This design comes from an exercise in tuning for small area, a short achievable clock period and few clock cycles on the open sky130 flow, not from production work.
Function was checked by simulation only, so behaviour that the tests miss may differ from the original.
Power figures rest on the tool's default switching activity, not on a simulated workload.

==> flow/design.v, too long to show whole: its modules and the start of the top module <==
// module MulTree: 1616 lines
// module ALU: 33 lines
// module Add32: 7 lines
// module AddImm: 7 lines
// module BrCmp: 18 lines
// module RegRead: 23 lines
// module LMux: 8 lines
// module CPU: 220 lines
module CPU(clk,reset,imem_addr,imem_rdata,dmem_addr,dmem_we,dmem_wdata,dmem_rdata);
  // ...
==> flow/flow/run.sh <==
#!/bin/bash
# Standard synthesis and layout (the standard.sh), with:
#  - repair_timing aimed at a short clock period: the setup margin asks every path for this
#    much slack at the design's period, so the resizer works on the paths that set the
#    period the layout achieves;
#  - sizing free to change a cell's footprint;
#  - clock tree synthesis without dummy loads, with larger sink clusters.
# make's full output goes to make_finish.log here; each step's log is under orfs/logs/.
set -euo pipefail
bash standard.sh \
  SETUP_SLACK_MARGIN=14.8 \
  MATCH_CELL_FOOTPRINT=0 \
  CTS_ARGS="-sink_clustering_enable -repair_clock_nets -dont_use_dummy_load -sink_clustering_size 25 -sink_clustering_max_diameter 70" \
  finish > make_finish.log 2>&1
==> flow/standard.sh <==
#!/bin/bash
# synth_recipe.tcl (not shown) runs the flow's synth.tcl, then flattens the netlist and writes it again
# the make line also repeats each setting of config.mk as NAME=value (left out here)
make -C /OpenROAD-flow-scripts/flow DESIGN_CONFIG=/design/flow/config.mk WORK_HOME=/design/flow/orfs CLKGATE_MAP_FILE= SYNTH_SCRIPT=/design/flow/synth_recipe.tcl "${@:-finish}"
==> flow/config.mk <==
export PLATFORM = sky130hd
export DESIGN_NAME = CPU
export DESIGN_NICKNAME = CPU
export VERILOG_FILES = /design/flow/design.v
export SDC_FILE = /design/flow/constraint.sdc
export NUM_CORES = 8
export LEC_CHECK = 0
export CAP_MARGIN = 30
export CORE_MARGIN = 2
export CORE_UTILIZATION = 55
export PLACE_DENSITY = 0.7
export SETUP_SLACK_MARGIN = 0.4
export SLEW_MARGIN = 30
export SYNTH_HIERARCHICAL = 1
==> flow/constraint.sdc <==
create_clock -name core_clock -period 20.0 [get_ports {clk}]
set_input_delay 4.0000 -clock core_clock [delete_from_list [all_inputs] [get_ports {clk}]]
set_output_delay 4.0000 -clock core_clock [all_outputs]
set_load 0.01 [all_outputs]
==> out/qor.yml, run 1 <==
clock_tree:
  cts_tree: "built"
  cts_setup_buffers: 110
final_layout:
  nClkBuffers: 95
  multi_input_area_share: 0.469
  inv_count: 479
  final-clk-cell-share: 0.0240
  largest_class: "multi-input combinational cells"
  seq_area_frac: 0.406
critical_path:
  r2r_cells: 18
  arrival_ns: 6.33
  crit_buf_inv: 3
  crit_cells: 18
  endpoint_kind: "flip-flop"
synth:
  yosysTopAreaCell: "edfxtp_1"
  synth_common_cells: "edfxtp_1 (1,111), a22oi_1 (909), nand2_1 (691)"
  synth_cell_types: 124
  synth_top_flop_cell: "edfxtp_1"
  ys_top_cells_by_area: "edfxtp_1 (37%), fa_1 (9.1%), a22oi_1 (7.6%), dfxtp_1 (5.2%), mux2_4 (4.5%)"
  synthMuxAreaShare: 0.0806
  synth_area_um2: 90300
routing:
  via_per_inst: 7.51
pwr:
  leakagePower_nw: 34.3
  p_sw_w: 0.00562
outcome:
  status: "complete, no violations"
sta:
  timing.fmax_mhz: 174
  fin_hold_ws_ns: 0.409
  worst_pin_slew_ns: 1.28
die:
  die_x_um: 409
  io_pins: 163
grt:
  use_met3: 0.172
placement:
  dpl.hpwl_um: 257000
Testbench counts, summed over its fixed seeds: cycles 109,020.
==> module ALU, before the edit <==
module ALU(
	input  [31:0] opa,
	input  [31:0] opb,
	input         sub,
	input  [7:0]  sel,
	input         left,
	input         sra,
	output [31:0] out
);
	wire [32:0] sum = {1'b0, opa} + {1'b0, opb ^ {32{sub}}} + {32'd0, sub};
	wire lt  = (opa[31] ^ opb[31]) ? opa[31] : sum[31];
	wire ltu = ~sum[32];
	wire [31:0] sh_in, sh_r, sh_out;
	genvar g;
	generate for (g = 0; g < 32; g = g + 1) begin : rev
		assign sh_in[g]  = left ? opb[31-g] : opb[g];
		assign sh_out[g] = left ? sh_r[31-g] : sh_r[g];
	end endgenerate
	wire fill = sra & opb[31];
	wire [31:0] s1 = opa[0] ? {fill, sh_in[31:1]} : sh_in;
	wire [31:0] s2 = opa[1] ? {{2{fill}}, s1[31:2]} : s1;
	wire [31:0] s3 = opa[2] ? {{4{fill}}, s2[31:4]} : s2;
	wire [31:0] s4 = opa[3] ? {{8{fill}}, s3[31:8]} : s3;
	assign sh_r = opa[4] ? {{16{fill}}, s4[31:16]} : s4;
	assign out = ({32{sel[0]}} & sum[31:0]) |
	             {31'd0, sel[1] & lt} |
	             {31'd0, sel[2] & ltu} |
	             ({32{sel[3]}} & (opa & opb)) |
	             ({32{sel[4]}} & (opa | opb)) |
	             ({32{sel[5]}} & (opa ^ opb)) |
	             ({32{sel[6]}} & ~(opa | opb)) |
	             ({32{sel[7]}} & sh_out);
endmodule
==> module CPU, before the edit <==
module CPU(clk,reset,imem_addr,imem_rdata,dmem_addr,dmem_we,dmem_wdata,dmem_rdata);
	input clk,reset;
	output [31:0] imem_addr;
	input  [31:0] imem_rdata;
	output [31:0] dmem_addr;
	output dmem_we;
	output [31:0] dmem_wdata;
	input  [31:0] dmem_rdata;
	reg [31:2] fpc;         
	reg        f2v;         
	reg [31:0] sk;          
	reg        skv;
	reg [31:0] ir;          
	reg        irv;
	reg [31:2] ipc4;        
	reg        jdone;       
	reg [7:0]  rs_lo, rt_lo;  
	reg [3:0]  rs_hi, rt_hi;  
	reg [31:0] opa, opb;    
	reg [4:0]  e_dst;       
	reg        e_ld, e_mul;
	reg        e_sub;       
	reg [7:0]  e_sel;
	reg        e_left, e_sra;
	reg [31:0] m_res;       
	reg [31:0] m_s, m_c;    
	reg [4:0]  m_dst;
	reg        m_ld, m_mul;
	reg [31:0] daddr, dwdata;
	reg        dwe;
	reg [31:0] rf [1:31];
	reg [31:1] rfv;         
	assign imem_addr  = {fpc, 2'b00};
	assign dmem_addr  = daddr;
	assign dmem_we    = dwe;
	assign dmem_wdata = dwdata;
	wire [5:0] op = ir[31:26];
	wire [4:0] rs = ir[25:21];
	wire [4:0] rt = ir[20:16];
	wire [4:0] rd = ir[15:11];
	wire [5:0] fn = ir[5:0];
	wire [15:0] imm = ir[15:0];
	wire c_mem   = op[5];                                   
	wire c_sw    = op[5] & op[3];
	wire c_lw    = op[5] & ~op[3];
	wire c_mul   = ~op[5] & op[4];                           
	wire c_imm   = ~op[5] & ~op[4] & op[3];                  
	wire c_br    = ~op[5] & ~op[4] & ~op[3] & op[2];         
	wire c_j     = ~op[5] & ~op[4] & ~op[3] & ~op[2] & op[1];  
	wire c_r     = op == 6'd0;
	wire c_jr    = c_r & ~fn[5] & fn[3];                     
	wire c_shift = c_r & ~fn[5] & ~fn[3];
	wire c_alur  = c_r & fn[5];                              
	wire c_lui   = c_imm & op[2] & op[1];                    
	wire c_link  = (c_j & op[0]) | (c_jr & fn[0]);            
	wire [4:0] dst = (c_r | c_mul) ? ((c_jr & ~fn[0]) ? 5'd0 : rd) :
	                 (c_imm | c_lw) ? rt :
	                 (c_j & op[0]) ? 5'd31 : 5'd0;
	wire use_rs  = ~c_j & ~c_lui;
	wire use_rt  = c_r | c_mul | c_br | c_sw;
	wire c_bj    = c_br | c_jr;      
	wire [3:0] afn = c_alur ? fn[3:0] : {1'b0, op[2:0]};
	wire a_arith = c_alur | c_imm;                   
	wire d_sub  = c_alur & (fn[3:1] == 3'b001 | fn[3:1] == 3'b101) |
	              c_imm & (op[2:1] == 2'b01);         
	wire d_slt  = a_arith & (c_alur ? fn[3:0] == 4'ha : op[2:0] == 3'h2);
	wire d_sltu = a_arith & (c_alur ? fn[3:0] == 4'hb : op[2:0] == 3'h3);
	wire d_and  = a_arith & (c_alur ? fn[3:0] == 4'h4 : op[2:0] == 3'h4);
	wire d_or   = c_alur & (fn[3:0] == 4'h5);
	wire d_xor  = c_alur & (fn[3:0] == 4'h6);
	wire d_nor  = c_alur & (fn[3:0] == 4'h7);
	wire d_shl  = c_shift;
	wire d_sum  = ~(d_slt | d_sltu | d_and | d_or | d_xor | d_nor | d_shl);
	wire [32*31-1:0] rf_flat;
	genvar q;
	generate for (q = 1; q < 32; q = q + 1) begin : rff
		assign rf_flat[32*q-1 -: 32] = rf[q];
	end endgenerate
	wire [31:0] rs_rf, rt_rf;
	RegRead read_rs(.lo(rs_lo), .hi(rs_hi), .rf(rf_flat), .rfv(rfv), .q(rs_rf));
	RegRead read_rt(.lo(rt_lo), .hi(rt_hi), .rf(rf_flat), .rfv(rfv), .q(rt_rf));
	wire [31:0] m_prod;
	Add32 cpa(.a(m_s), .b(m_c), .s(m_prod));
	wire [31:0] m_alu = m_mul ? m_prod : m_res;
	wire [31:0] m_out;
	LMux #(32) m_out_mux(.s(m_ld), .a(dmem_rdata), .b(m_alu), .y(m_out));
	wire [31:0] e_out;
	wire rs_e = (rs != 5'd0) & (rs == e_dst);
	wire rt_e = (rt != 5'd0) & (rt == e_dst);
	wire rs_m = (rs != 5'd0) & (rs == m_dst);
	wire rt_m = (rt != 5'd0) & (rt == m_dst);
	wire e_late = e_ld | e_mul;
	wire m_late = m_ld | m_mul;
	wire [31:0] rs_early = rs_m ? m_res : rs_rf;                 
	wire [31:0] rt_early = rt_m ? m_res : rt_rf;
	wire [31:0] rs_mid = rs_e ? e_out : rs_early;                
	wire rs_ld = ~rs_e & rs_m & m_ld;
	wire rt_ld = ~rt_e & rt_m & m_ld;
	wire [31:0] rs_nold = rs_m ? m_alu : rs_rf;
	wire [31:0] rt_nold = rt_m ? m_alu : rt_rf;
	wire stall = irv & ((use_rs & rs_e & (e_late | c_mem)) |
	                    (use_rt & rt_e & e_late) |
	                    ((c_mem | c_bj) & rs_m & m_late) |
	                    (c_br & rt_m & m_late));
	wire br_taken;
	BrCmp brcmp(.e_out(e_out), .rs_early(rs_early), .rt_early(rt_early), .rs_e(rs_e), .rt_e(rt_e),
	            .bt(op[1:0]), .taken(br_taken));
	wire [31:2] br_tgt;
	AddImm #(30) btgt(.a(ipc4), .imm(imm), .s(br_tgt));
	wire [31:0] agu_sum;
	AddImm #(32) agu(.a(rs_early), .imm(imm), .s(agu_sum));
	ALU alu(.opa(opa), .opb(opb), .sub(e_sub), .sel(e_sel), .left(e_left), .sra(e_sra), .out(e_out));
	wire [31:0] mt_s, mt_c;
	MulTree mul_tree(.a(opa), .b(opb), .s(mt_s), .c(mt_c));
	wire d_free  = ~irv | ~stall;                  
	wire d_go    = irv & ~stall;                    
	wire d_gobr  = d_go & c_br;
	wire d_jump  = d_go & (c_jr | (c_j & ~jdone));  
	wire [31:2] d_jtgt = c_jr ? rs_mid[31:2] : {ipc4[31:28], ir[25:0]};
	wire aw_j    = imem_rdata[31:27] == 5'b00001;
	wire f2j     = f2v & aw_j & d_free & ~skv;
	wire hold    = ~d_free & (skv | f2v);
	wire [31:2] fpc_rest = d_jump ? d_jtgt : hold ? fpc : fpc + 30'd1;
	wire [31:2] fpc_nb, fpc_next;
	LMux #(30) fpc_j_mux(.s(f2j & ~d_jump), .a({fpc[31:28], imem_rdata[25:0]}), .b(fpc_rest), .y(fpc_nb));
	wire nb_redir = d_jump | f2j | hold;            
	wire br_redir = d_gobr & br_taken;
	LMux #(30) fpc_br_mux(.s(br_redir), .a(br_tgt), .b(fpc_nb), .y(fpc_next));
	always @(posedge clk or posedge reset) begin
		if (reset) begin
			fpc <= 30'd0;         
			f2v <= 1'b0;          
			skv <= 1'b0;
			irv <= 1'b0;
		end else begin
			fpc <= fpc_next;
			f2v <= ~(br_redir | nb_redir);
			if (br_redir | d_jump) begin
				irv <= 1'b0;
				skv <= 1'b0;
			end else if (d_free) begin
				irv <= skv | f2v;
				skv <= 1'b0;
			end else if (f2v & ~skv) begin
				skv <= 1'b1;
			end
		end
	end
	wire [31:0] ir_next = skv ? sk : imem_rdata;
	always @(posedge clk) begin
		if (d_free) begin
			ir    <= ir_next;
			ipc4  <= fpc;
			jdone <= f2j;
			rs_lo <= 8'd1 << ir_next[23:21];
			rs_hi <= 4'd1 << ir_next[25:24];
			rt_lo <= 8'd1 << ir_next[18:16];
			rt_hi <= 4'd1 << ir_next[20:19];
		end
		if (~d_free & ~skv) sk <= imem_rdata;
	end
	wire a_const = c_link | c_shift | c_lui;
	wire b_const = c_link | c_imm;
	wire [31:0] a_fix = c_link ? {ipc4, 2'b00} : c_shift ? {27'd0, ir[10:6]} : 32'd0;
	wire [31:0] b_fix = c_link ? 32'd0 : c_lui ? {imm, 16'd0} :
	                    (op[2:0] == 3'h4) ? {16'd0, imm} : {{16{imm[15]}}, imm};
	wire [31:0] opa_e, opa_next, opb_e, opb_next, dwdata_e, dwdata_next;
	LMux #(32) opa_e_mux(.s(~a_const & rs_e), .a(e_out), .b(a_const ? a_fix : rs_nold), .y(opa_e));
	LMux #(32) opa_l_mux(.s(~a_const & rs_ld), .a(dmem_rdata), .b(opa_e), .y(opa_next));
	LMux #(32) opb_e_mux(.s(~b_const & rt_e), .a(e_out), .b(b_const ? b_fix : rt_nold), .y(opb_e));
	LMux #(32) opb_l_mux(.s(~b_const & rt_ld), .a(dmem_rdata), .b(opb_e), .y(opb_next));
	LMux #(32) dwd_e_mux(.s(rt_e), .a(e_out), .b(rt_nold), .y(dwdata_e));
	LMux #(32) dwd_l_mux(.s(rt_ld), .a(dmem_rdata), .b(dwdata_e), .y(dwdata_next));
	always @(posedge clk or posedge reset) begin
		if (reset) begin
			e_dst <= 5'd0;
			e_ld  <= 1'b0;
			e_mul <= 1'b0;
			dwe   <= 1'b0;
		end else begin
			e_dst <= d_go ? dst : 5'd0;
			e_ld  <= d_go & c_lw;
			e_mul <= d_go & c_mul;
			dwe   <= d_go & c_sw;
		end
	end
	always @(posedge clk) begin
		e_sub  <= d_sub;
		e_sel  <= {d_shl, d_nor, d_xor, d_or, d_and, d_sltu, d_slt, d_sum};
		e_left <= ~fn[1];
		e_sra  <= fn[0];
		opa    <= opa_next;
		opb    <= opb_next;
		daddr  <= agu_sum;
		dwdata <= dwdata_next;
	end
	always @(posedge clk or posedge reset) begin
		if (reset) begin
			m_dst <= 5'd0;
			m_ld  <= 1'b0;
			m_mul <= 1'b0;
		end else begin
			m_dst <= e_dst;
			m_ld  <= e_ld;
			m_mul <= e_mul;
		end
	end
	always @(posedge clk) begin
		m_res <= e_out;
		m_s   <= mt_s;
		m_c   <= mt_c;
	end
	always @(posedge clk or posedge reset) begin
		if (reset) rfv <= 31'd0;
		else if (m_dst != 5'd0) rfv[m_dst] <= 1'b1;
	end
	always @(posedge clk) begin
		if (m_dst != 5'd0) rf[m_dst] <= m_out;
	end
endmodule
==> run 2, diff against run 1 <==
--- a/flow/design.v
+++ b/flow/design.v
@@ -1624,5 +1624,6 @@
 	output [31:0] out
 );
-	wire [32:0] sum = {1'b0, opa} + {1'b0, opb ^ {32{sub}}} + {32'd0, sub};
+	wire [33:0] sum_x = {1'b0, opa, 1'b1} + {1'b0, opb ^ {32{sub}}, sub};
+	wire [32:0] sum = sum_x[33:1];
 	wire lt  = (opa[31] ^ opb[31]) ? opa[31] : sum[31];
 	wire ltu = ~sum[32];
@@ -1830,8 +1831,9 @@
 	wire d_jump  = d_go & (c_jr | (c_j & ~jdone));  
 	wire [31:2] d_jtgt = c_jr ? rs_mid[31:2] : {ipc4[31:28], ir[25:0]};
-	wire aw_j    = imem_rdata[31:27] == 5'b00001;
-	wire f2j     = f2v & aw_j & d_free & ~skv;
+	wire aw_j    = ~(imem_rdata[31] | imem_rdata[30] | imem_rdata[29] | imem_rdata[28]) & imem_rdata[27];
+	wire f2ok    = f2v & d_free & ~skv;              
+	wire f2j     = f2ok & aw_j;
 	wire hold    = ~d_free & (skv | f2v);
-	wire [31:2] fpc_rest = d_jump ? d_jtgt : hold ? fpc : fpc + 30'd1;
+	wire [31:2] fpc_rest = reset ? 30'd0 : d_jump ? d_jtgt : hold ? fpc : fpc + 30'd1;
 	wire [31:2] fpc_nb, fpc_next;
 	LMux #(30) fpc_j_mux(.s(f2j & ~d_jump), .a({fpc[31:28], imem_rdata[25:0]}), .b(fpc_rest), .y(fpc_nb));
@@ -1839,12 +1841,11 @@
 	wire br_redir = d_gobr & br_taken;
 	LMux #(30) fpc_br_mux(.s(br_redir), .a(br_tgt), .b(fpc_nb), .y(fpc_next));
+	always @(posedge clk) fpc <= fpc_next;
 	always @(posedge clk or posedge reset) begin
 		if (reset) begin
-			fpc <= 30'd0;         
 			f2v <= 1'b0;          
-			skv <= 1'b0;
+			skv <= 1'b0;          
 			irv <= 1'b0;
 		end else begin
-			fpc <= fpc_next;
 			f2v <= ~(br_redir | nb_redir);
 			if (br_redir | d_jump) begin
@@ -1878,9 +1879,9 @@
 	                    (op[2:0] == 3'h4) ? {16'd0, imm} : {{16{imm[15]}}, imm};
 	wire [31:0] opa_e, opa_next, opb_e, opb_next, dwdata_e, dwdata_next;
-	LMux #(32) opa_e_mux(.s(~a_const & rs_e), .a(e_out), .b(a_const ? a_fix : rs_nold), .y(opa_e));
+	assign opa_e = (~a_const & rs_e) ? e_out : a_const ? a_fix : rs_nold;
 	LMux #(32) opa_l_mux(.s(~a_const & rs_ld), .a(dmem_rdata), .b(opa_e), .y(opa_next));
-	LMux #(32) opb_e_mux(.s(~b_const & rt_e), .a(e_out), .b(b_const ? b_fix : rt_nold), .y(opb_e));
+	assign opb_e = (~b_const & rt_e) ? e_out : b_const ? b_fix : rt_nold;
 	LMux #(32) opb_l_mux(.s(~b_const & rt_ld), .a(dmem_rdata), .b(opb_e), .y(opb_next));
-	LMux #(32) dwd_e_mux(.s(rt_e), .a(e_out), .b(rt_nold), .y(dwdata_e));
+	assign dwdata_e = rt_e ? e_out : rt_nold;
 	LMux #(32) dwd_l_mux(.s(rt_ld), .a(dmem_rdata), .b(dwdata_e), .y(dwdata_next));
 	always @(posedge clk or posedge reset) begin
@@ -1889,12 +1890,11 @@
 			e_ld  <= 1'b0;
 			e_mul <= 1'b0;
-			dwe   <= 1'b0;
 		end else begin
 			e_dst <= d_go ? dst : 5'd0;
 			e_ld  <= d_go & c_lw;
 			e_mul <= d_go & c_mul;
-			dwe   <= d_go & c_sw;
 		end
 	end
+	always @(posedge clk) dwe <= ~reset & d_go & c_sw;
 	always @(posedge clk) begin
 		e_sub  <= d_sub;
--- a/flow/flow/run.sh
+++ b/flow/flow/run.sh
@@ -4,5 +4,5 @@
 #    much slack at the design's period, so the resizer works on the paths that set the
 #    period the layout achieves;
-#  - sizing free to change a cell's footprint;
+#  - sizing free to change a cell's footprint; port buffers start as buf_4;
 #  - clock tree synthesis without dummy loads, with larger sink clusters.
 # make's full output goes to make_finish.log here; each step's log is under orfs/logs/.
@@ -11,4 +11,5 @@
   SETUP_SLACK_MARGIN=14.8 \
   MATCH_CELL_FOOTPRINT=0 \
+  BUFFER_PORTS_ARGS="-buffer_cell sky130_fd_sc_hd__buf_4" \
   CTS_ARGS="-sink_clustering_enable -repair_clock_nets -dont_use_dummy_load -sink_clustering_size 25 -sink_clustering_max_diameter 70" \
   finish > make_finish.log 2>&1
==> run 2 against run 1 <==
Net effect: still clean; highest routed layer unchanged; synthesized cell count is essentially flat; total power decreased by 3.6%; register-to-register slack better by 0.26 ns.
==> out/qor.yml, run 2 <==
synth:
  yosysMostFrequentCell: "edfxtp_1"  # unchanged
  synth_cell_types: 119  # was 124
  synth_top_flop_cell: "edfxtp_1"  # unchanged
  ys_warn_count: 8  # unchanged
  ys_ff_latch: 1425  # unchanged
  synth-edff-count: 1111  # unchanged
  postSynthAreaPerCell_um2: 11.5  # was 11.6 um2
  syn_inst: 7768  # was 7,774
  synthArstFlopShare: 0.0337  # was 0.0554
  synth_common_cells: "edfxtp_1 (1,111), a22oi_1 (922), nand2_1 (674)"  # was edfxtp_1 (1,111), a22oi_1 (909), nand2_1 (691)
  yosysTopAreaCell: "edfxtp_1"  # unchanged
  ys_top_cells_by_area: "edfxtp_1 (37%), fa_1 (9.2%), a22oi_1 (7.7%), dfxtp_1 (6.0%), ha_1 (3.2%)"  # was edfxtp_1 (37%), fa_1 (9.1%), a22oi_1 (7.6%), dfxtp_1 (5.2%), mux2_4 (4.5%)
  seq_area_frac_synth: 0.446  # was 0.443
  synth_area_um2: 89400  # was 90,300 um2
  yosysTopAreaCellShare: 0.373  # was 0.369
pwr:
  clkPwrFrac: 0.153  # was 0.145
  fin_total_pwr_w: 0.0121  # was 0.0126 W
  p_sw_w: 0.00532  # was 0.00562 W
  swShare: 0.439  # was 0.447
  power_density_nw_per_um2: 124  # was 127 nW/um2
  seqPwrFrac: 0.367  # was 0.356
  leakagePower_nw: 33.2  # was 34.3 nW
  ir_drop_v: 0.000100  # was 0.000118 V
  p_int_w: 0.00680  # was 0.00694 W
  p_comb_frac: 0.479  # was 0.499
critical_path:
  cp-start-kind: "flip-flop"  # unchanged
  arrival_ns: 6.10  # was 6.33 ns
  critPathLaunch: "rs_lo[3]$_SDFFCE_PP0N_"  # was rt_lo[5]$_SDFFCE_PN0N_
  endpoint_kind: "flip-flop"  # unchanged
  slowest_stage: "or4_1"  # was a41oi_1
  crit_type: "flip-flop to flip-flop"  # unchanged
  cpPeakStageDelay_ns: 0.85  # was 0.91 ns
  worstPathRequired_ns: 20.63  # was 20.60 ns
  worstReg2RegStart: "rs_lo[3]$_SDFFCE_PP0N_"  # was rt_lo[5]$_SDFFCE_PN0N_
  cp_max_fo: 32  # unchanged
  crit_chain: "and2_1 -> buf_4 -> a22oi_1 -> a41oi_1 -> or4_1 -> nand2_1 -> nand2_2 -> nor4_1 -> nand4_1 -> nor2_2 -> o31ai_1 -> mux2i_1 -> nand4bb_4 -> nand2_4 -> nor2_4 -> buf_12 -> clkbuf_16 -> mux2_4"  # was and2_1 -> buf_4 -> a22oi_1 -> a41oi_1 -> or4_1 -> nand2_1 -> nand2_1 -> mux2i_1 -> xnor2_1 -> nor4_2 -> nand4_1 -> nor4b_2 -> nand4bb_4 -> nand2_4 -> nor2_4 -> buf_12 -> clkbuf_16 -> mux2_4
die:
  die_x_um: 407  # was 409 um
  rows: 147  # was 148
  dieArea_um2: 166000  # was 168,000 um2
  core_area_um2: 161000  # was 163,000 um2
  io_pins: 163  # unchanged
  start_util: 0.556  # was 0.554
  dieHeight_um: 407  # was 409 um
sta:
  finalClockSkew_ns: 0.154  # was 0.133 ns
  fin_ws_ns: 14.53  # was 14.26 ns
  layout_min_cycle_time_ns: 5.47  # was 5.74 ns
  worst_pin_slew_ns: 1.25  # was 1.28 ns
  finalMaxSlewViolations: 0  # unchanged
  finalCritPeriodShare: 0.274  # was 0.287
  hold_violations: 0  # unchanged
  timing.fmax_mhz: 183  # was 174 MHz
  max-slew-margin-rel: 0.159  # was 0.141
  setup_viol: 0  # unchanged
  rsz0062_at_grt: "yes"  # unchanged
  setup_tns_ns: 0  # unchanged
grt:
  global_route.usage.total: 0.453  # was 0.462
  grt_overflow_total: 0  # unchanged
  antenna_found_initial: 58  # was 71
  grt_max_degree: 63  # was 64
  grt_pass1_vias: 68900  # was 70.4k
  grt_pass1_wl_um: 533000  # was 547,000 um
routing:
  routed_wirelength_um: 385000  # was 398,000 um
  drc: 0  # unchanged
  vias: 72900  # was 75.1k
  avgRoutedWirePerCell_um: 38.9  # was 39.8 um
  via_per_inst: 7.37  # was 7.51
  ant_nets: 0  # unchanged
  dr.pass1.iters: 10  # was 13
  drtIter0Drc: 13200  # was 14.1k
final_layout:
  largest_reg_flops: 992  # unchanged
  multi_input_area_um2: 45900  # was 46,500 um2
  regMostFlops: "rf"  # unchanged
  fin_cells: 9894  # was 10.0k
  nets: 8418  # was 8,499
  drive_gt1_frac: 0.173  # was 0.170
  n_fill_cell: 12700  # was 13.0k
  seq_area_um2: 40200  # about the same
  syn2layout_area_growth_pct: 9.20  # was 9.59%
  final_cell_mix: "edfxtp_1 (1,111), a22oi_1 (921), nand2_1 (656)"  # was edfxtp_1 (1,111), a22oi_1 (903), nand2_1 (686)
  final_common_cell: "edfxtp_1"  # unchanged
outcome:
  status: "complete, no violations"  # unchanged
placement:
  detailedPlace.worstSlack_ns: 13.13  # was 12.78 ns
  port_buffers: 160  # unchanged
  dpl.cell_count: 9660  # was 9,692
  gp_congestion: 1.04  # about the same
  dpl.hpwl_um: 256000  # was 257,000 um
clock_tree:
  cts_tree: "built"  # unchanged
  worstSkewPairLatency_ns: 0.84  # was 0.78 ns
  cts.reportedPaths.clkPinSlew_ns: 0.08  # about the same
  root_buffer: "clkbuf_16"  # unchanged
  numCtsBuffers: 98  # was 95
  cts.sinks: 1425  # unchanged
  clock_path_buffers: 3  # unchanged
  htree_levels: 3  # unchanged
job:
  drv_cap: 0  # unchanged
hold_path:
  hold_start: "e_mul$_DFF_PP0_"  # unchanged
  hp-class: "flip-flop to flip-flop"  # unchanged
run 2: cell count changes after synthesis, sizes merged, moves of 28 or more:
cell / delta
nor2: +50
mux2: -46
mux2i: +36
inv: -32
dfrtp: -31
dfxtp: +31
o21bai: +31
xnor2: +29
a211oi: +28
a22o: -28
run 2: modules after synthesis (local to each module, per instance), excerpt:
module / copies in the design / cell area, um2 / cells inside
ALU: 1 / 7090 / 915
Add32: 1 / 2050 / 275
BrCmp: 1 / 1280 / 155
CPU: 1 / 47000 / 2621
MulTree: 1 / 13600 / 1469
RegRead: 2 / 5780 / 812
run 2: what timing repair did:
action                     CTS  global route
hold buffers                 0             0
setup buffers               68            21
setup endpoints to repair  112           122
cloned                      19             4
gates resized for setup    425           127
pin swaps                   43            39
run 2: cell type report:
class / instances / share of cell area
Sequential cell: 1425 / 0.411
Multi-Input combinational cell: 5263 / 0.470
Timing Repair Buffer: 480 / 0.0482
Inverter: 444 / 0.0172
Clock buffer: 98 / 0.0251
Antenna cell: 23 / 0.000589
Timing Repair inverter: 1 / 0.0000513
Tap cell: 2160 / 0.0277
run 2: power groups by stage:
stage | Combinational [W] | Clock, W | Sequential (W)
2_1_floorplan | 0.00304 | 0 | 0.00428
3_3_place_gp | 0.00498 | 0 | 0.00443
3_5_place_dp | 0.00502 | 0 | 0.00444
4_1_cts | 0.00546 | 0.00185 | 0.00440
5_1_grt | 0.00596 | 0.00196 | 0.00446
6_report | 0.00581 | 0.00186 | 0.00445
run 2: critical path: cells and delay by family, from the launching register on:
| kind | cells | cell delay [ns] |
|---|---|---|
| flops | 1 | 0.53 |
| simple gates | 10 | 2.67 |
| compound gates | 3 | 0.91 |
| buf+inv | 3 | 0.63 |
| mux | 2 | 0.50 |
run 2: cells by family (layout without fill, tap and decap cells):
kind of cell    Yosys count  after routing  synth area share
compound gates         2118           2118             0.175
fa+ha+maj               639            639             0.124
flops                  1425           1425             0.446
simple gates           1698           1698            0.0953
xor+xnor                307            307            0.0303
other cells               2             26         0.0000840
buf+inv                1081           1023            0.0557
mux                     498            498            0.0733
run 2: final timing paths:
check	slack [ns]	end	cells past startpoint
worst max-delay path	14.53	fpc[9]$_DFF_P_	18
worst min-delay path	0.42	m_mul$_DFF_PP0_	0
worst max register to register	14.53	fpc[9]$_DFF_P_	18
worst min register to register	0.42	m_mul$_DFF_PP0_	0
max in group asynchronous	15.72	rfv[23]$_DFFE_PP0P_	3
min in group asynchronous	3.49	f2v$_DFF_PP0_	2
run 2: per-stage QoR:
| step | cell area (um2) | hold WS, ns | utilization |
|---|---|---|---|
| global placement | 91900 | 0.387 | 0.571 |
| CTS | 96700 | 0.414 | 0.601 |
| floorplan | 89500 | 0.376 | - |
| finish | 97600 | 0.417 | 0.607 |
| detailed placement | 91900 | 0.397 | 0.571 |
| global route | 97600 | 0.429 | 0.606 |
run 2: per-layer routing:
| layer | GRT usage | vias up | wire, um |
|---|---|---|---|
| li1 | - | 29000 | - |
| met1 | 0.570 | 36000 | 133000 |
| met2 | 0.666 | 6464 | 163000 |
| met3 | 0.155 | 1495 | 56100 |
| met4 | 0.293 | 44 | 33400 |
| met5 | 0 | - | 288 |
Testbench counts of run 2, summed over its fixed seeds: cycles 109,020.
==> module BrCmp, before the edit <==
module BrCmp(
	input  [31:0] e_out,
	input  [31:0] rs_early,
	input  [31:0] rt_early,
	input         rs_e,
	input         rt_e,
	input  [1:0]  bt,
	output        taken
);
	wire eq_rr = rs_early == rt_early;
	wire eq_er = e_out == rt_early;
	wire eq_re = rs_early == e_out;
	wire le_r = rs_early[31] | (rs_early == 32'd0);
	wire le_e = e_out[31] | (e_out == 32'd0);
	wire eq = rs_e ? (rt_e | eq_er) : (rt_e ? eq_re : eq_rr);
	wire le = rs_e ? le_e : le_r;
	assign taken = bt[1] ? (bt[0] ^ le) : (bt[0] ^ eq);
endmodule
==> run 3, diff against run 2 <==
--- a/flow/design.v
+++ b/flow/design.v
@@ -1622,5 +1622,6 @@
 	input         left,
 	input         sra,
-	output [31:0] out
+	output [31:0] out,
+	output [31:0] sum_out       
 );
 	wire [33:0] sum_x = {1'b0, opa, 1'b1} + {1'b0, opb ^ {32{sub}}, sub};
@@ -1628,16 +1629,18 @@
 	wire lt  = (opa[31] ^ opb[31]) ? opa[31] : sum[31];
 	wire ltu = ~sum[32];
-	wire [31:0] sh_in, sh_r, sh_out;
+	wire [4:0] sa = opa[9:5];
+	wire [31:0] r1 = opa[0] ? {opb[0], opb[31:1]} : opb;
+	wire [31:0] r2 = opa[1] ? {r1[1:0], r1[31:2]} : r1;
+	wire [31:0] r3 = opa[2] ? {r2[3:0], r2[31:4]} : r2;
+	wire [31:0] r4 = opa[3] ? {r3[7:0], r3[31:8]} : r3;
+	wire [31:0] rot = opa[4] ? {r4[15:0], r4[31:16]} : r4;
+	wire fill = sra & opb[31];
+	wire [31:0] keep;
 	genvar g;
-	generate for (g = 0; g < 32; g = g + 1) begin : rev
-		assign sh_in[g]  = left ? opb[31-g] : opb[g];
-		assign sh_out[g] = left ? sh_r[31-g] : sh_r[g];
+	generate for (g = 0; g < 32; g = g + 1) begin : th
+		assign keep[g] = left ? (sa <= g) : (sa <= 31 - g);
 	end endgenerate
-	wire fill = sra & opb[31];
-	wire [31:0] s1 = opa[0] ? {fill, sh_in[31:1]} : sh_in;
-	wire [31:0] s2 = opa[1] ? {{2{fill}}, s1[31:2]} : s1;
-	wire [31:0] s3 = opa[2] ? {{4{fill}}, s2[31:4]} : s2;
-	wire [31:0] s4 = opa[3] ? {{8{fill}}, s3[31:8]} : s3;
-	assign sh_r = opa[4] ? {{16{fill}}, s4[31:16]} : s4;
+	wire [31:0] sh_out = (rot & keep) | ({32{fill}} & ~keep);
+	assign sum_out = sum[31:0];
 	assign out = ({32{sel[0]}} & sum[31:0]) |
 	             {31'd0, sel[1] & lt} |
@@ -1649,11 +1652,4 @@
 	             ({32{sel[7]}} & sh_out);
 endmodule
-module Add32(
-	input  [31:0] a,
-	input  [31:0] b,
-	output [31:0] s
-);
-	assign s = a + b;
-endmodule
 module AddImm #(parameter W = 32) (
 	input  [W-1:0]  a,
@@ -1664,5 +1660,5 @@
 endmodule
 module BrCmp(
-	input  [31:0] e_out,
+	input  [31:0] e_sum,
 	input  [31:0] rs_early,
 	input  [31:0] rt_early,
@@ -1672,10 +1668,10 @@
 	output        taken
 );
+	wire [31:0] k = rs_e ? rt_early : rs_early;      
 	wire eq_rr = rs_early == rt_early;
-	wire eq_er = e_out == rt_early;
-	wire eq_re = rs_early == e_out;
+	wire eq_e  = e_sum == k;
 	wire le_r = rs_early[31] | (rs_early == 32'd0);
-	wire le_e = e_out[31] | (e_out == 32'd0);
-	wire eq = rs_e ? (rt_e | eq_er) : (rt_e ? eq_re : eq_rr);
+	wire le_e = e_sum[31] | (e_sum == 32'd0);
+	wire eq = (rs_e | rt_e) ? ((rs_e & rt_e) | eq_e) : eq_rr;
 	wire le = rs_e ? le_e : le_r;
 	assign taken = bt[1] ? (bt[0] ^ le) : (bt[0] ^ eq);
@@ -1793,6 +1789,5 @@
 	RegRead read_rs(.lo(rs_lo), .hi(rs_hi), .rf(rf_flat), .rfv(rfv), .q(rs_rf));
 	RegRead read_rt(.lo(rt_lo), .hi(rt_hi), .rf(rf_flat), .rfv(rfv), .q(rt_rf));
-	wire [31:0] m_prod;
-	Add32 cpa(.a(m_s), .b(m_c), .s(m_prod));
+	wire [31:0] m_prod = m_s + m_c;
 	wire [31:0] m_alu = m_mul ? m_prod : m_res;
 	wire [31:0] m_out;
@@ -1813,15 +1808,17 @@
 	wire [31:0] rt_nold = rt_m ? m_alu : rt_rf;
 	wire stall = irv & ((use_rs & rs_e & (e_late | c_mem)) |
+	                    (c_br & (rs_e | rt_e) & ~e_sel[0]) |
 	                    (use_rt & rt_e & e_late) |
 	                    ((c_mem | c_bj) & rs_m & m_late) |
 	                    (c_br & rt_m & m_late));
 	wire br_taken;
-	BrCmp brcmp(.e_out(e_out), .rs_early(rs_early), .rt_early(rt_early), .rs_e(rs_e), .rt_e(rt_e),
+	BrCmp brcmp(.e_sum(e_sum), .rs_early(rs_early), .rt_early(rt_early), .rs_e(rs_e), .rt_e(rt_e),
 	            .bt(op[1:0]), .taken(br_taken));
-	wire [31:2] br_tgt;
-	AddImm #(30) btgt(.a(ipc4), .imm(imm), .s(br_tgt));
+	wire [31:2] br_tgt = ipc4 + {{14{imm[15]}}, imm};
 	wire [31:0] agu_sum;
 	AddImm #(32) agu(.a(rs_early), .imm(imm), .s(agu_sum));
-	ALU alu(.opa(opa), .opb(opb), .sub(e_sub), .sel(e_sel), .left(e_left), .sra(e_sra), .out(e_out));
+	wire [31:0] e_sum;
+	ALU alu(.opa(opa), .opb(opb), .sub(e_sub), .sel(e_sel), .left(e_left), .sra(e_sra), .out(e_out),
+	        .sum_out(e_sum));
 	wire [31:0] mt_s, mt_c;
 	MulTree mul_tree(.a(opa), .b(opb), .s(mt_s), .c(mt_c));
@@ -1875,5 +1872,6 @@
 	wire a_const = c_link | c_shift | c_lui;
 	wire b_const = c_link | c_imm;
-	wire [31:0] a_fix = c_link ? {ipc4, 2'b00} : c_shift ? {27'd0, ir[10:6]} : 32'd0;
+	wire [4:0] rot_amt = fn[1] ? ir[10:6] : 5'd0 - ir[10:6];
+	wire [31:0] a_fix = c_link ? {ipc4, 2'b00} : c_shift ? {22'd0, ir[10:6], rot_amt} : 32'd0;
 	wire [31:0] b_fix = c_link ? 32'd0 : c_lui ? {imm, 16'd0} :
 	                    (op[2:0] == 3'h4) ? {16'd0, imm} : {{16{imm[15]}}, imm};
==> run 3 against run 2 <==
Net effect: critical path type unchanged; setup slack gained 0.14 ns; combinational power shrank 4.8%; total power shrank 3.0%; sequential share of layout area grew 0.65 points; die area shrank 0.55%; register-to-register slack gained 0.14 ns; non-clock buffer count shrank 54; still clean.
==> out/qor.yml, run 3 <==
sta:
  timing.fmax_mhz: 188  # was 183 MHz
  max-slew-margin-rel: 0.188  # was 0.159
  finalClockSkew_ns: 0.141  # was 0.154 ns
  rsz0062_at_grt: "yes"  # unchanged
  worst_pin_slew_ns: 1.22  # was 1.25 ns
  setup_tns_ns: 0  # unchanged
  hold_violations: 0  # unchanged
  setup_viol: 0  # unchanged
  finalCritPeriodShare: 0.267  # was 0.274
  layout_min_cycle_time_ns: 5.33  # was 5.47 ns
  finalMaxSlewViolations: 0  # unchanged
grt:
  grt_overflow_total: 0  # unchanged
  antenna_found_initial: 26  # was 58
  grt_pass1_vias: 70000  # was 68.9k
  grt_pass1_wl_um: 525000  # was 533,000 um
  grt_max_degree: 66  # was 63
  global_route.usage.total: 0.452  # was 0.453
routing:
  dr.pass1.iters: 9  # was 10
  routed.top_layer: "met5"  # unchanged
  avgRoutedWirePerCell_um: 38.2  # was 38.9 um
  met2_length_um: 160000  # was 163,000 um
  routed_wirelength_um: 379000  # was 385,000 um
  drc: 0  # unchanged
  drt-met1-wl_um: 128000  # was 133,000 um
  drtIter0Drc: 12500  # was 13.2k
  wl_met3_um: 55800  # was 56,100 um
  via_per_inst: 7.37  # about the same
  ant_nets: 0  # unchanged
  vias: 73000  # was 72.9k
synth:
  ys_top_cells_by_area: "edfxtp_1 (38%), fa_1 (9.2%), a22oi_1 (8.0%), dfxtp_1 (6.0%), ha_1 (3.2%)"  # was edfxtp_1 (37%), fa_1 (9.2%), a22oi_1 (7.7%), dfxtp_1 (6.0%), ha_1 (3.2%)
  postSynthAreaPerCell_um2: 11.3  # was 11.5 um2
  syn_inst: 7851  # was 7,768
  synth_cell_types: 116  # was 119
  yosysTopAreaCellShare: 0.375  # was 0.373
  synthArstFlopShare: 0.0337  # unchanged
  yosysTopAreaCell: "edfxtp_1"  # unchanged
  ys_warn_count: 8  # unchanged
  ys_ff_latch: 1425  # unchanged
  synth_area_um2: 88900  # was 89,400 um2
  seq_area_frac_synth: 0.449  # was 0.446
  synth_common_cells: "edfxtp_1 (1,111), a22oi_1 (948), nand2_1 (755)"  # was edfxtp_1 (1,111), a22oi_1 (922), nand2_1 (674)
  yosysMostFrequentCell: "edfxtp_1"  # unchanged
  synth-edff-count: 1111  # unchanged
  synth_top_flop_cell: "edfxtp_1"  # unchanged
critical_path:
  crit_chain: "and2_1 -> ha_1 -> fa_1 -> inv_1 -> fa_1 -> fa_2 -> fa_1 -> fa_1 -> xnor2_2 -> xnor2_1 -> xnor2_1 -> xnor2_1 -> xnor2_2 -> xnor3_1"  # was and2_1 -> buf_4 -> a22oi_1 -> a41oi_1 -> or4_1 -> nand2_1 -> nand2_2 -> nor4_1 -> nand4_1 -> nor2_2 -> o31ai_1 -> mux2i_1 -> nand4bb_4 -> nand2_4 -> nor2_4 -> buf_12 -> clkbuf_16 -> mux2_4
  cpPeakStageDelay_ns: 0.85  # about the same
  cp_max_fo: 12  # was 32
  cp_common_cell: "fa_1"
  crit_type: "flip-flop to flip-flop"  # unchanged
  endpoint_kind: "flip-flop"  # unchanged
  worstPathRequired_ns: 20.56  # was 20.63 ns
  cp-start-kind: "flip-flop"  # unchanged
  slowest_stage: "dfxtp_1"  # was or4_1
  worst-r2r-setup-slack_ns: 14.67  # was 14.53 ns
  arrival_ns: 5.90  # was 6.10 ns
clock_tree:
  cts.sinks: 1425  # unchanged
  cts.reportedPaths.clkPinSlew_ns: 0.07  # was 0.08 ns
  worstSkewPairLatency_ns: 0.84  # about the same
  clock_path_buffers: 3  # unchanged
  hold_buffers: 0  # unchanged
  root_buffer: "clkbuf_16"  # unchanged
  htree_levels: 3  # unchanged
  numCtsBuffers: 98  # unchanged
  cts_tree: "built"  # unchanged
outcome:
  status: "complete, no violations"  # unchanged
final_layout:
  n_fill_cell: 12900  # was 12.7k
  final_cell_mix: "edfxtp_1 (1,111), a22oi_1 (938), nand2_1 (738)"  # was edfxtp_1 (1,111), a22oi_1 (921), nand2_1 (656)
  final_common_cell: "edfxtp_1"  # unchanged
  syn2layout_area_growth_pct: 7.88  # was 9.20%
  regMostFlops: "rf"  # unchanged
  utilization: 0.597  # was 0.607
  fin_cells: 9913  # was 9,894
  largest_reg_flops: 992  # unchanged
  nets: 8441  # was 8,418
  drive_gt1_frac: 0.148  # was 0.173
die:
  core_area_um2: 161000  # about the same
  io_pins: 163  # unchanged
  start_util: 0.554  # was 0.556
  rows: 147  # unchanged
  dieArea_um2: 165000  # was 166,000 um2
  die_x_um: 406  # was 407 um
  dieHeight_um: 406  # was 407 um
placement:
  dpl.cell_count: 9736  # was 9,660
  port_buffers: 160  # unchanged
  dpl.hpwl_um: 252000  # was 256,000 um
  gp_congestion: 1.07  # was 1.04
pwr:
  power_density_nw_per_um2: 122  # was 124 nW/um2
  leakagePower_nw: 33.0  # was 33.2 nW
  ir_drop_v: 0.000108  # was 0.000100 V
job:
  drv_cap: 0  # unchanged
hold_path:
  hp-class: "flip-flop to flip-flop"  # unchanged
[run 3: where the power goes]
group / total [W] / switching (W) / internal, W
logic: 0.00553 / 0.00378 / 0.00176
registers: 0.00436 / 0.000406 / 0.00395
clock network: 0.00186 / 0.000998 / 0.000860
[run 3: cells by family (layout without fill, tap and decap cells)]
logic type / Yosys count / count (layout) / share of synthesized area
compound gates: 2184 / 2184 / 0.180
simple gates: 1789 / 1790 / 0.0972
flops: 1425 / 1425 / 0.449
buf+inv: 1097 / 978 / 0.0559
fa+ha+maj: 639 / 639 / 0.124
mux: 403 / 403 / 0.0624
xor+xnor: 312 / 312 / 0.0311
other cells: 2 / 22 / 0.0000845
[run 3: what timing repair did]
| item | 4_1_cts | 5_1_grt |
|---|---|---|
| gates cloned | 5 | 1 |
| setup buffers | 36 | 17 |
| gates resized for setup | 210 | 176 |
| endpoints found under the setup margin | 91 | 113 |
| pin swaps | 8 | 13 |
[run 3: through the flow]
step / area [um2] / hold slack (ns) / power, W / worst slack, ns
2_1_floorplan: 89000 / 0.376 / 0.00728 / 14.60
5_1_grt: 95900 / 0.425 / 0.0120 / 14.60
3_3_place_gp: 91400 / 0.394 / 0.00937 / 13.89
4_1_cts: 94900 / 0.406 / 0.0114 / 14.71
3_5_place_dp: 91500 / 0.396 / 0.00941 / 14.04
6_report: 95900 / 0.409 / 0.0117 / 14.67
[run 3: metal layers]
metal  global-route usage  vias to the layer above
met1                0.550                    35800
met2                0.665                     6574
met3                0.163                     1676
li1                     -                    29000
met4                0.319                       40
met5              0.00387                        -
[run 3: path summary, 6_finish.rpt]
check                                     start                 end  cells after the start
worst max-delay path            opa[23]$_DFF_P_     m_c[31]$_DFF_P_                     14
worst min-delay path            e_mul$_DFF_PP0_     m_mul$_DFF_PP0_                      0
worst max register to register  opa[23]$_DFF_P_     m_c[31]$_DFF_P_                     14
worst min register to register  e_mul$_DFF_PP0_     m_mul$_DFF_PP0_                      0
max in group asynchronous                 reset      m_ld$_DFF_PP0_                      3
min in group asynchronous                 reset  rfv[4]$_DFFE_PP0P_                      3
[run 3: worst max-delay path: cells and delay by family (launching register included)]
kind	cells	cell delay, ns
simple gates	1	0.23
fa+ha+maj	6	2.83
flops	1	0.85
buf+inv	1	0.05
xor+xnor	6	1.09
[run 3: modules after synthesis, one instance, submodules excluded, a selection]
module,cells inside,flip-flops and latches,copies in the design
CPU,3156,1425,1
MulTree,1469,0,1
ALU,967,0,1
RegRead,812,0,2
BrCmp,150,0,1
[run 3: cell type report]
cell class	count	area (um2)	share of cell area
flip-flops and latches	1425	40100	0.418
repair buffers	426	3750	0.0391
diodes	19	47.5	0.000496
well taps	2160	2700	0.0282
multi-input cells	5331	45200	0.471
inverters	454	1710	0.0178
clock buffers	98	2450	0.0256
Testbench counts of run 3, summed over its fixed seeds: cycles 109,373.
==> run 4, diff against run 3 <==
--- a/flow/flow/run.sh
+++ b/flow/flow/run.sh
@@ -5,8 +5,10 @@
 #    period the layout achieves;
 #  - sizing free to change a cell's footprint; port buffers start as buf_4;
-#  - clock tree synthesis without dummy loads, with larger sink clusters.
+#  - clock tree synthesis without dummy loads, with larger sink clusters;
+#  - the repair after global routing on pessimistic wire parasitics (flow/grt_rc.tcl).
 # make's full output goes to make_finish.log here; each step's log is under orfs/logs/.
 set -euo pipefail
 bash standard.sh \
+  PRE_GLOBAL_ROUTE_TCL="$PWD/flow/grt_rc.tcl" \
   SETUP_SLACK_MARGIN=14.8 \
   MATCH_CELL_FOOTPRINT=0 \
==> flow/flow/grt_rc.tcl (new file) <==
# Sourced before global routing (PRE_GLOBAL_ROUTE_TCL): the repair after global routing sees
# wires 25% more resistive and capacitive than the platform's estimate, since the routed and
# extracted wires come out slower than that estimate.
set s 1.25
foreach {layer c r} {
  li1  1.499e-04   7.176e-02
  met1 1.72375E-04 8.929e-04
  met2 1.36233E-04 8.929e-04
  met3 2.14962E-04 1.567e-04
  met4 1.48128E-04 1.567e-04
  met5 1.54087E-04 1.781e-05
} {
  set_layer_rc -layer $layer -capacitance [expr {$c * $s}] -resistance [expr {$r * $s}]
}
set_wire_rc -signal -layer met1
set_wire_rc -clock -layer met3
==> run 4 against run 3 <==
Net effect: still clean; combinational power increased by 2%; wire length is 0.95% higher; via count up 0.73%; cell count increased by 0.23%; first-iteration DRC count grew 0.10%; register-to-register slack improved by 0.02 ns; clock power is essentially flat; setup slack improved by 0.024 ns; non-clock buffer count rose by 16; sequential share of layout area down 0.67 points; worst hold slack improved by 0.0028 ns; critical path type unchanged.
==> out/qor.yml, run 4 <==
sta:
  layout_min_cycle_time_ns: 5.31  # was 5.33 ns
  finalCritPeriodShare: 0.265  # was 0.267
  setup_tns_ns: 0  # unchanged
  finalMaxSlewViolations: 0  # unchanged
  timing.fmax_mhz: 188  # about the same
  setup_viol: 0  # unchanged
  hold_violations: 0  # unchanged
  rsz0062_at_grt: "yes"  # unchanged
  max-slew-margin-rel: 0.319  # was 0.188
  worst_pin_slew_ns: 1.02  # was 1.22 ns
  finalClockSkew_ns: 0.141  # about the same
synth:
  synthArstFlopShare: 0.0337  # unchanged
  seq_area_frac_synth: 0.449  # unchanged
  synth-edff-count: 1111  # unchanged
  ys_ff_latch: 1425  # unchanged
  syn_inst: 7851  # unchanged
  ys_top_cells_by_area: "edfxtp_1 (38%), fa_1 (9.2%), a22oi_1 (8.0%), dfxtp_1 (6.0%), ha_1 (3.2%)"  # unchanged
  synth_cell_types: 116  # unchanged
  synth_common_cells: "edfxtp_1 (1,111), a22oi_1 (948), nand2_1 (755)"  # unchanged
  postSynthAreaPerCell_um2: 11.3  # unchanged
  yosysTopAreaCell: "edfxtp_1"  # unchanged
  synth_area_um2: 88900  # unchanged
  yosysTopAreaCellShare: 0.375  # unchanged
  synth_top_flop_cell: "edfxtp_1"  # unchanged
  ys_warn_count: 8  # unchanged
  yosysMostFrequentCell: "edfxtp_1"  # unchanged
critical_path:
  endpoint_kind: "flip-flop"  # unchanged
  crit_family: "adder cells"  # unchanged
  worstPathRequired_ns: 20.57  # was 20.56 ns
  cp-start-kind: "flip-flop"  # unchanged
  crit_chain: "and2_4 -> fa_1 -> inv_2 -> fa_1 -> fa_1 -> fa_1 -> fa_2 -> fa_2 -> fa_2 -> xnor2_2 -> xnor2_1 -> xnor2_1 -> xnor2_1 -> xnor2_2 -> xnor3_1"  # was and2_1 -> ha_1 -> fa_1 -> inv_1 -> fa_1 -> fa_2 -> fa_1 -> fa_1 -> xnor2_2 -> xnor2_1 -> xnor2_1 -> xnor2_1 -> xnor2_2 -> xnor3_1
  crit_buf_inv: 1  # unchanged
  crit_type: "flip-flop to flip-flop"  # unchanged
  slowest_stage: "fa_1"  # was dfxtp_1
  cp_common_cell: "fa_1"  # unchanged
  cpPeakStageDelay_ns: 0.57  # was 0.85 ns
  cp_max_fo: 5  # was 12
  arrival_ns: 5.88  # was 5.90 ns
routing:
  routed_wirelength_um: 382000  # was 379,000 um
  dr.pass1.iters: 11  # was 9
  via_per_inst: 7.41  # was 7.37
  avgRoutedWirePerCell_um: 38.5  # was 38.2 um
  vias: 73600  # was 73.0k
  ant_nets: 0  # unchanged
  drc: 0  # unchanged
  drtIter0Drc: 12500  # about the same
clock_tree:
  root_buffer: "clkbuf_16"  # unchanged
  htree_levels: 3  # unchanged
  worstSkewPairLatency_ns: 0.84  # about the same
  cts_tree: "built"  # unchanged
  cts.reportedPaths.clkPinSlew_ns: 0.06  # was 0.07 ns
  numCtsBuffers: 98  # unchanged
  cts.sinks: 1425  # unchanged
  clock_path_buffers: 3  # unchanged
  hold_buffers: 0  # unchanged
grt:
  grt_max_degree: 66  # unchanged
  grt_pass1_vias: 69900  # was 70.0k
  global_route.usage.total: 0.452  # about the same
  grt_overflow_total: 0  # unchanged
  antenna_found_initial: 29  # was 26
  grt_pass1_wl_um: 525000  # about the same
final_layout:
  seq_area_um2: 40100  # about the same
  final_cell_mix: "edfxtp_1 (1,111), a22oi_1 (906), nand2_1 (724)"  # was edfxtp_1 (1,111), a22oi_1 (938), nand2_1 (738)
  final_common_cell: "edfxtp_1"  # unchanged
  n_fill_cell: 12700  # was 12.9k
  syn2layout_area_growth_pct: 9.77  # was 7.88%
  drive_gt1_frac: 0.175  # was 0.148
  utilization: 0.608  # was 0.597
  nets: 8459  # was 8,441
  regMostFlops: "rf"  # unchanged
  multi_input_area_um2: 46400  # was 45,200 um2
  largest_reg_flops: 992  # unchanged
die:
  io_pins: 163  # unchanged
  core_area_um2: 161000  # unchanged
  dieHeight_um: 406  # unchanged
  start_util: 0.554  # unchanged
  rows: 147  # unchanged
  dieArea_um2: 165000  # unchanged
  die_x_um: 406  # unchanged
pwr:
  swShare: 0.441  # about the same
  p_sw_w: 0.00525  # was 0.00518 W
  ir_drop_v: 0.000109  # was 0.000108 V
  p_int_w: 0.00665  # was 0.00657 W
  p_comb_frac: 0.476  # was 0.471
  seqPwrFrac: 0.368  # was 0.371
  power_density_nw_per_um2: 122  # about the same
  leakagePower_nw: 33.3  # was 33.0 nW
  clkPwrFrac: 0.156  # was 0.158
job:
  drv_cap: 0  # unchanged
outcome:
  status: "complete, no violations"  # unchanged
placement:
  port_buffers: 160  # unchanged
  gp_congestion: 1.07  # unchanged
  dpl.hpwl_um: 252000  # unchanged
hold_path:
  hp-class: "flip-flop to flip-flop"  # unchanged
[run 4: logic make-up (layout without fill, tap and decap cells)]
family,count (synthesis),in the layout,synth area share
AO/OA/AOI/OAI,2184,2184,0.180
flip-flops,1425,1425,0.449
adder cells (fa/ha/maj),639,639,0.124
multiplexers,403,403,0.0624
other,2,27,0.0000845
XOR/XNOR,312,312,0.0311
AND/OR/NAND/NOR,1789,1792,0.0972
buffers and inverters,1097,994,0.0559
[run 4: metal layers]
layer  up-vias  routed length (um)  global-route usage
met2      6788              162000               0.664
met5         -                 320             0.00357
met4        38               34800               0.323
met3      1700               56000               0.163
li1      29000                   -                   -
met1     36000              129000               0.550
[run 4: Yosys stat by module (local to each module, per instance), excerpt]
module / times used / flip-flops and latches
MulTree: 1 / 0
RegRead: 2 / 0
ALU: 1 / 0
CPU: 1 / 1425
BrCmp: 1 / 0
[run 4: worst paths after layout]
| path | from | depth (start not counted) | slack (ns) | endpoint |
|---|---|---|---|---|
| setup / recovery | opb[2]$_DFF_P_ | 15 | 14.69 | m_c[31]$_DFF_P_ |
| hold / removal | e_mul$_DFF_PP0_ | 0 | 0.41 | m_mul$_DFF_PP0_ |
| min in group asynchronous | reset | 3 | 3.62 | rfv[4]$_DFFE_PP0P_ |
| max in group asynchronous | reset | 3 | 15.74 | m_ld$_DFF_PP0_ |
| hold reg to reg | e_mul$_DFF_PP0_ | 0 | 0.41 | m_mul$_DFF_PP0_ |
| setup reg to reg | opb[2]$_DFF_P_ | 15 | 14.69 | m_c[31]$_DFF_P_ |
[run 4: power by group through the flow]
stage               logic, W  clock network [W]  registers (W)
floorplan            0.00301                  0        0.00427
global placement     0.00499                  0        0.00438
detailed placement   0.00502                  0        0.00439
CTS                  0.00521            0.00185        0.00433
global route         0.00639            0.00208        0.00445
finish               0.00566            0.00186        0.00438
[run 4: what timing repair did]
action	4_1_cts	5_1_grt
endpoints found under the setup margin	91	190
resized for setup	210	443
pin swaps	8	45
gates cloned	5	5
setup buffers	36	29
[run 4: layout make-up]
class	count	area share
Multi-Input combinational cell	5333	0.475
Sequential cell	1425	0.411
Timing Repair Buffer	442	0.0427
Tap cell	2160	0.0277
Clock buffer	98	0.0251
Inverter	454	0.0175
Antenna cell	24	0.000615
[run 4: through the flow]
| step | area (um2) | instances | hold slack (ns) | setup slack (ns) | power, W |
|---|---|---|---|---|---|
| after floorplan | 89000 | 7852 | 0.376 | 14.60 | 0.00728 |
| after global placement | 91400 | 9734 | 0.394 | 13.89 | 0.00937 |
| after detailed placement | 91500 | 9736 | 0.396 | 14.04 | 0.00941 |
| after CTS | 94900 | 9875 | 0.406 | 14.71 | 0.0114 |
| after global routing | 97500 | 9914 | 0.435 | 14.39 | 0.0129 |
| final | 97600 | 9936 | 0.411 | 14.69 | 0.0119 |
==> run 5, diff against run 4 <==
--- a/flow/design.v
+++ b/flow/design.v
@@ -1661,18 +1661,26 @@
 module BrCmp(
 	input  [31:0] e_sum,
-	input  [31:0] rs_early,
-	input  [31:0] rt_early,
+	input  [31:0] m_res,
+	input  [31:0] rs_rf,
+	input  [31:0] rt_rf,
 	input         rs_e,
 	input         rt_e,
+	input         rs_m,
+	input         rt_m,
 	input  [1:0]  bt,
 	output        taken
 );
-	wire [31:0] k = rs_e ? rt_early : rs_early;      
-	wire eq_rr = rs_early == rt_early;
-	wire eq_e  = e_sum == k;
-	wire le_r = rs_early[31] | (rs_early == 32'd0);
-	wire le_e = e_sum[31] | (e_sum == 32'd0);
-	wire eq = (rs_e | rt_e) ? ((rs_e & rt_e) | eq_e) : eq_rr;
-	wire le = rs_e ? le_e : le_r;
+	wire rs_b = rs_e | rs_m;                         
+	wire rt_b = rt_e | rt_m;
+	wire [31:0] rs_x = rs_e ? e_sum : m_res;         
+	wire [31:0] rt_y = rt_e ? e_sum : m_res;
+	wire eq_ff = rs_rf == rt_rf;
+	wire eq_bf = rs_x == rt_rf;
+	wire eq_fb = rs_rf == rt_y;
+	wire eq_bb = (rs_e == rt_e) | (e_sum == m_res);  
+	wire eq = rs_b ? (rt_b ? eq_bb : eq_bf) : (rt_b ? eq_fb : eq_ff);
+	wire le_f = rs_rf[31] | (rs_rf == 32'd0);
+	wire le_b = rs_x[31] | (rs_x == 32'd0);
+	wire le = rs_b ? le_b : le_f;
 	assign taken = bt[1] ? (bt[0] ^ le) : (bt[0] ^ eq);
 endmodule
@@ -1813,6 +1821,6 @@
 	                    (c_br & rt_m & m_late));
 	wire br_taken;
-	BrCmp brcmp(.e_sum(e_sum), .rs_early(rs_early), .rt_early(rt_early), .rs_e(rs_e), .rt_e(rt_e),
-	            .bt(op[1:0]), .taken(br_taken));
+	BrCmp brcmp(.e_sum(e_sum), .m_res(m_res), .rs_rf(rs_rf), .rt_rf(rt_rf), .rs_e(rs_e), .rt_e(rt_e),
+	            .rs_m(rs_m), .rt_m(rt_m), .bt(op[1:0]), .taken(br_taken));
 	wire [31:2] br_tgt = ipc4 + {{14{imm[15]}}, imm};
 	wire [31:0] agu_sum;
@@ -1858,4 +1866,11 @@
 	end
 	wire [31:0] ir_next = skv ? sk : imem_rdata;
+	wire [9:0] sel_src = d_free ? {ir_next[25:21], ir_next[20:16]} : {ir[25:21], ir[20:16]};
+	always @(posedge clk) begin
+		rs_lo <= 8'd1 << sel_src[7:5];
+		rs_hi <= 4'd1 << sel_src[9:8];
+		rt_lo <= 8'd1 << sel_src[2:0];
+		rt_hi <= 4'd1 << sel_src[4:3];
+	end
 	always @(posedge clk) begin
 		if (d_free) begin
@@ -1863,8 +1878,4 @@
 			ipc4  <= fpc;
 			jdone <= f2j;
-			rs_lo <= 8'd1 << ir_next[23:21];
-			rs_hi <= 4'd1 << ir_next[25:24];
-			rt_lo <= 8'd1 << ir_next[18:16];
-			rt_hi <= 4'd1 << ir_next[20:19];
 		end
 		if (~d_free & ~skv) sk <= imem_rdata;
==> run 5 against run 4 <==
Net effect: still clean on timing, DRC and antenna; via count is 0.66% higher; setup slack gained 0.044 ns; combinational power up 17%; non-clock buffer count up 32; cell area rose by 0.97%; critical path type is now flip-flop to primary output; critical endpoint is now imem_addr[10]; largest cell class unchanged; largest power group unchanged; highest routed layer unchanged.
==> out/qor.yml, run 5 <==
outcome:
  status: "complete, no violations"  # unchanged
grt:
  antenna_found_initial: 42  # was 29
  grt_max_degree: 72  # was 66
  grt_use_met1: 0.577  # was 0.550
  met2_usage: 0.669  # was 0.664
  use_met3: 0.136  # was 0.163
  top_usage_layer: "met2"  # unchanged
  grt_pass1_wl_um: 540000  # was 525,000 um
  grt_overflow_total: 0  # unchanged
  grt_pass1_vias: 70100  # was 69.9k
  global_route.usage.total: 0.458  # was 0.452
synth:
  yosysTopAreaCell: "edfxtp_1"  # unchanged
  synthArstFlopShare: 0.0337  # unchanged
  synth_cell_types: 121  # was 116
  seq_area_frac_synth: 0.441  # was 0.449
  yosysTopAreaCellShare: 0.363  # was 0.375
  synth_top_flop_cell: "edfxtp_1"  # unchanged
  synth_common_cells: "edfxtp_1 (1,087), a22oi_1 (946), nand2_1 (678)"  # was edfxtp_1 (1,111), a22oi_1 (948), nand2_1 (755)
  syn_inst: 7985  # was 7,851
  ys_warn_count: 8  # unchanged
  synth-edff-count: 1087  # was 1,111
  yosysMostFrequentCell: "edfxtp_1"  # unchanged
  synth_area_um2: 89800  # was 88,900 um2
  ys_top_cells_by_area: "edfxtp_1 (36%), fa_1 (9.1%), a22oi_1 (7.9%), dfxtp_1 (6.5%), ha_1 (3.2%)"  # was edfxtp_1 (38%), fa_1 (9.2%), a22oi_1 (8.0%), dfxtp_1 (6.0%), ha_1 (3.2%)
  postSynthAreaPerCell_um2: 11.3  # about the same
  ys_ff_latch: 1425  # unchanged
critical_path:
  endpoint_kind: "primary output"  # was flip-flop
  cp-start-kind: "flip-flop"  # unchanged
  crit_family: "flip-flops"  # was adder cells
  crit_buf_inv: 1  # unchanged
  slowest_stage: "dfxtp_4"  # was fa_1
  worstPathRequired_ns: 16.00  # was 20.57 ns
  arrival_ns: 1.26  # was 5.88 ns
  cpPeakStageDelay_ns: 0.41  # was 0.57 ns
  crit_chain: "buf_6"  # was and2_4 -> fa_1 -> inv_2 -> fa_1 -> fa_1 -> fa_1 -> fa_2 -> fa_2 -> fa_2 -> xnor2_2 -> xnor2_1 -> xnor2_1 -> xnor2_1 -> xnor2_2 -> xnor3_1
  cp_max_fo: 5  # unchanged
  crit_type: "flip-flop to primary output"  # was flip-flop to flip-flop
final_layout:
  largest_reg_flops: 992  # unchanged
  final_cell_mix: "edfxtp_1 (1,087), a22oi_1 (936), nand2_1 (669)"  # was edfxtp_1 (1,111), a22oi_1 (906), nand2_1 (724)
  n_fill_cell: 13100  # was 12.7k
  regMostFlops: "rf"  # unchanged
  drive_gt1_frac: 0.171  # was 0.175
  seq_area_um2: 39900  # was 40,100 um2
  final_common_cell: "edfxtp_1"  # unchanged
  design_area_um2: 98500  # was 97,600 um2
  syn2layout_area_growth_pct: 9.68  # was 9.77%
  multi_input_area_um2: 47300  # was 46,400 um2
  nets: 8612  # was 8,459
sta:
  setup_tns_ns: 0  # unchanged
  finalMaxSlewViolations: 0  # unchanged
  timing.fmax_mhz: 190  # was 188 MHz
  max-slew-margin-rel: 0.314  # was 0.319
  finalClockSkew_ns: 0.112  # was 0.141 ns
  layout_min_cycle_time_ns: 5.26  # was 5.31 ns
  fin_hold_ws_ns: 0.411  # about the same
  setup_viol: 0  # unchanged
  rsz0062_at_grt: "yes"  # unchanged
  hold_violations: 0  # unchanged
  worst_pin_slew_ns: 1.02  # about the same
  finalCritPeriodShare: 0.263  # was 0.265
routing:
  drc: 0  # unchanged
  vias: 74100  # was 73.6k
  drtIter0Drc: 13300  # was 12.5k
  ant_nets: 0  # unchanged
  via_per_inst: 7.33  # was 7.41
  avgRoutedWirePerCell_um: 38.9  # was 38.5 um
  dr.pass1.iters: 7  # was 11
  routed_wirelength_um: 393000  # was 382,000 um
clock_tree:
  root_buffer: "clkbuf_16"  # unchanged
  cts.reportedPaths.clkPinSlew_ns: 0.07  # was 0.06 ns
  numCtsBuffers: 97  # was 98
  clock_path_buffers: 3  # unchanged
  htree_levels: 3  # unchanged
  hold_buffers: 0  # unchanged
  worstSkewPairLatency_ns: 0.82  # was 0.84 ns
  cts_tree: "built"  # unchanged
  cts.sinks: 1425  # unchanged
die:
  rows: 148  # was 147
  die_x_um: 408  # was 406 um
  core_area_um2: 163000  # was 161,000 um2
  dieArea_um2: 167000  # was 165,000 um2
  start_util: 0.553  # was 0.554
  io_pins: 163  # unchanged
  dieHeight_um: 408  # was 406 um
hold_path:
  hp-class: "flip-flop to flip-flop"  # unchanged
pwr:
  ir_drop_v: 0.000106  # was 0.000109 V
  leakagePower_nw: 33.4  # was 33.3 nW
  power_density_nw_per_um2: 133  # was 122 nW/um2
job:
  drv_cap: 0  # unchanged
placement:
  dpl.hpwl_um: 267000  # was 252,000 um
  port_buffers: 160  # unchanged
  placed_cell_area_um2: 92500  # was 91,500 um2
  gp_congestion: 1.11  # was 1.07
==> run 5: where the power goes <==
| part | internal (W) | leakage, nW | switching (W) |
|---|---|---|---|
| logic | 0.00215 | 19.1 | 0.00446 |
| clock network | 0.000852 | 1.20 | 0.00100 |
| registers | 0.00407 | 13.1 | 0.000551 |
==> run 5: final timing paths <==
path,slack [ns],depth (start not counted),to,start
max in group asynchronous,15.84,3,m_ld$_DFF_PP0_,reset
worst min register to register,0.41,0,m_ld$_DFF_PP0_,e_ld$_DFF_PP0_
worst max register to register,14.78,16,m_c[31]$_DFF_P_,opb[2]$_DFF_P_
min in group asynchronous,3.62,3,e_dst[2]$_DFF_PP0_,reset
worst min-delay path,0.41,0,m_ld$_DFF_PP0_,e_ld$_DFF_PP0_
worst max-delay path,14.74,1,imem_addr[10],fpc[10]$_DFF_P_
==> run 5: cell type report <==
cell class | instances | area share
Timing Repair Buffer | 474 | 0.0449
Tap cell | 2175 | 0.0276
Inverter | 458 | 0.0175
Antenna cell | 25 | 0.000635
Sequential cell | 1425 | 0.405
Clock buffer | 97 | 0.0246
Multi-Input combinational cell | 5451 | 0.480
==> run 5: repair_timing <==
item	4_1_cts	5_1_grt
endpoints found under the setup margin	113	160
pin swaps	22	51
gates resized for setup	281	295
gates cloned	7	6
setup buffers	59	20
==> run 5: kinds of logic (layout without fill, tap and decap cells) <==
| group | Yosys count | count (layout) | share of synthesized area |
|---|---|---|---|
| buf+inv | 1110 | 1029 | 0.0558 |
| other cells | 2 | 28 | 0.0000836 |
| fa+ha+maj | 639 | 639 | 0.123 |
| xor+xnor | 334 | 334 | 0.0327 |
| mux | 451 | 451 | 0.0672 |
| flops | 1425 | 1425 | 0.441 |
| compound gates | 2230 | 2230 | 0.181 |
| simple gates | 1794 | 1794 | 0.0984 |
==> run 5: routing by layer <==
metal	vias to the layer above	share of wire
li1	29600	-
met1	36400	0.34
met2	6487	0.43
met3	1484	0.14
met4	36	0.092
met5	-	0.00059
==> run 5: through the flow <==
stage          total power [W]  setup slack, ns  instances  utilization
6_report                0.0131            14.74      10100        0.606
5_1_grt                 0.0142            14.50      10100        0.606
4_1_cts                 0.0125            14.73      10100        0.593
3_5_place_dp            0.0104            13.45       9889        0.569
3_3_place_gp            0.0104            13.49       9889        0.569
2_1_floorplan          0.00787            14.41       7986            -
==> run 5: modules after synthesis, one instance, submodules excluded, excerpt <==
module   cells inside  flip-flops and latches
CPU              3106                    1425
MulTree          1469                       0
ALU               967                       0
RegRead           812                       0
BrCmp             334                       0
Testbench counts of run 5, summed over its fixed seeds: cycles 109,373.

[port drivers added, routing unchanged]
In the flow no input, the clock included, has a driving cell. The finished layouts below were timed again as built, in two steps.
Step 1 assumes that a clkbuf_16 drives the clock port and a buf_2 every other input.
Step 2 also shifts input and output timing later by t, the mid clock arrival at the registers, as if the neighbouring blocks saw the same clock.
Slacks: ideal ports / drivers / drivers and shift; pairs: ideal ports / drivers.
run	t (ns)	slack for setup (ns)
run 1	0.793	14.263 / 14.263 / 13.801
run 2	0.858	14.527 / 14.527 / 14.062
run 3	0.860	14.668 / 14.657 / 14.173
run 4	0.860	14.692 / 14.659 / 14.178
run 5	0.861	14.736 / 14.640 / 14.048
After both steps every run listed still meets setup and hold.
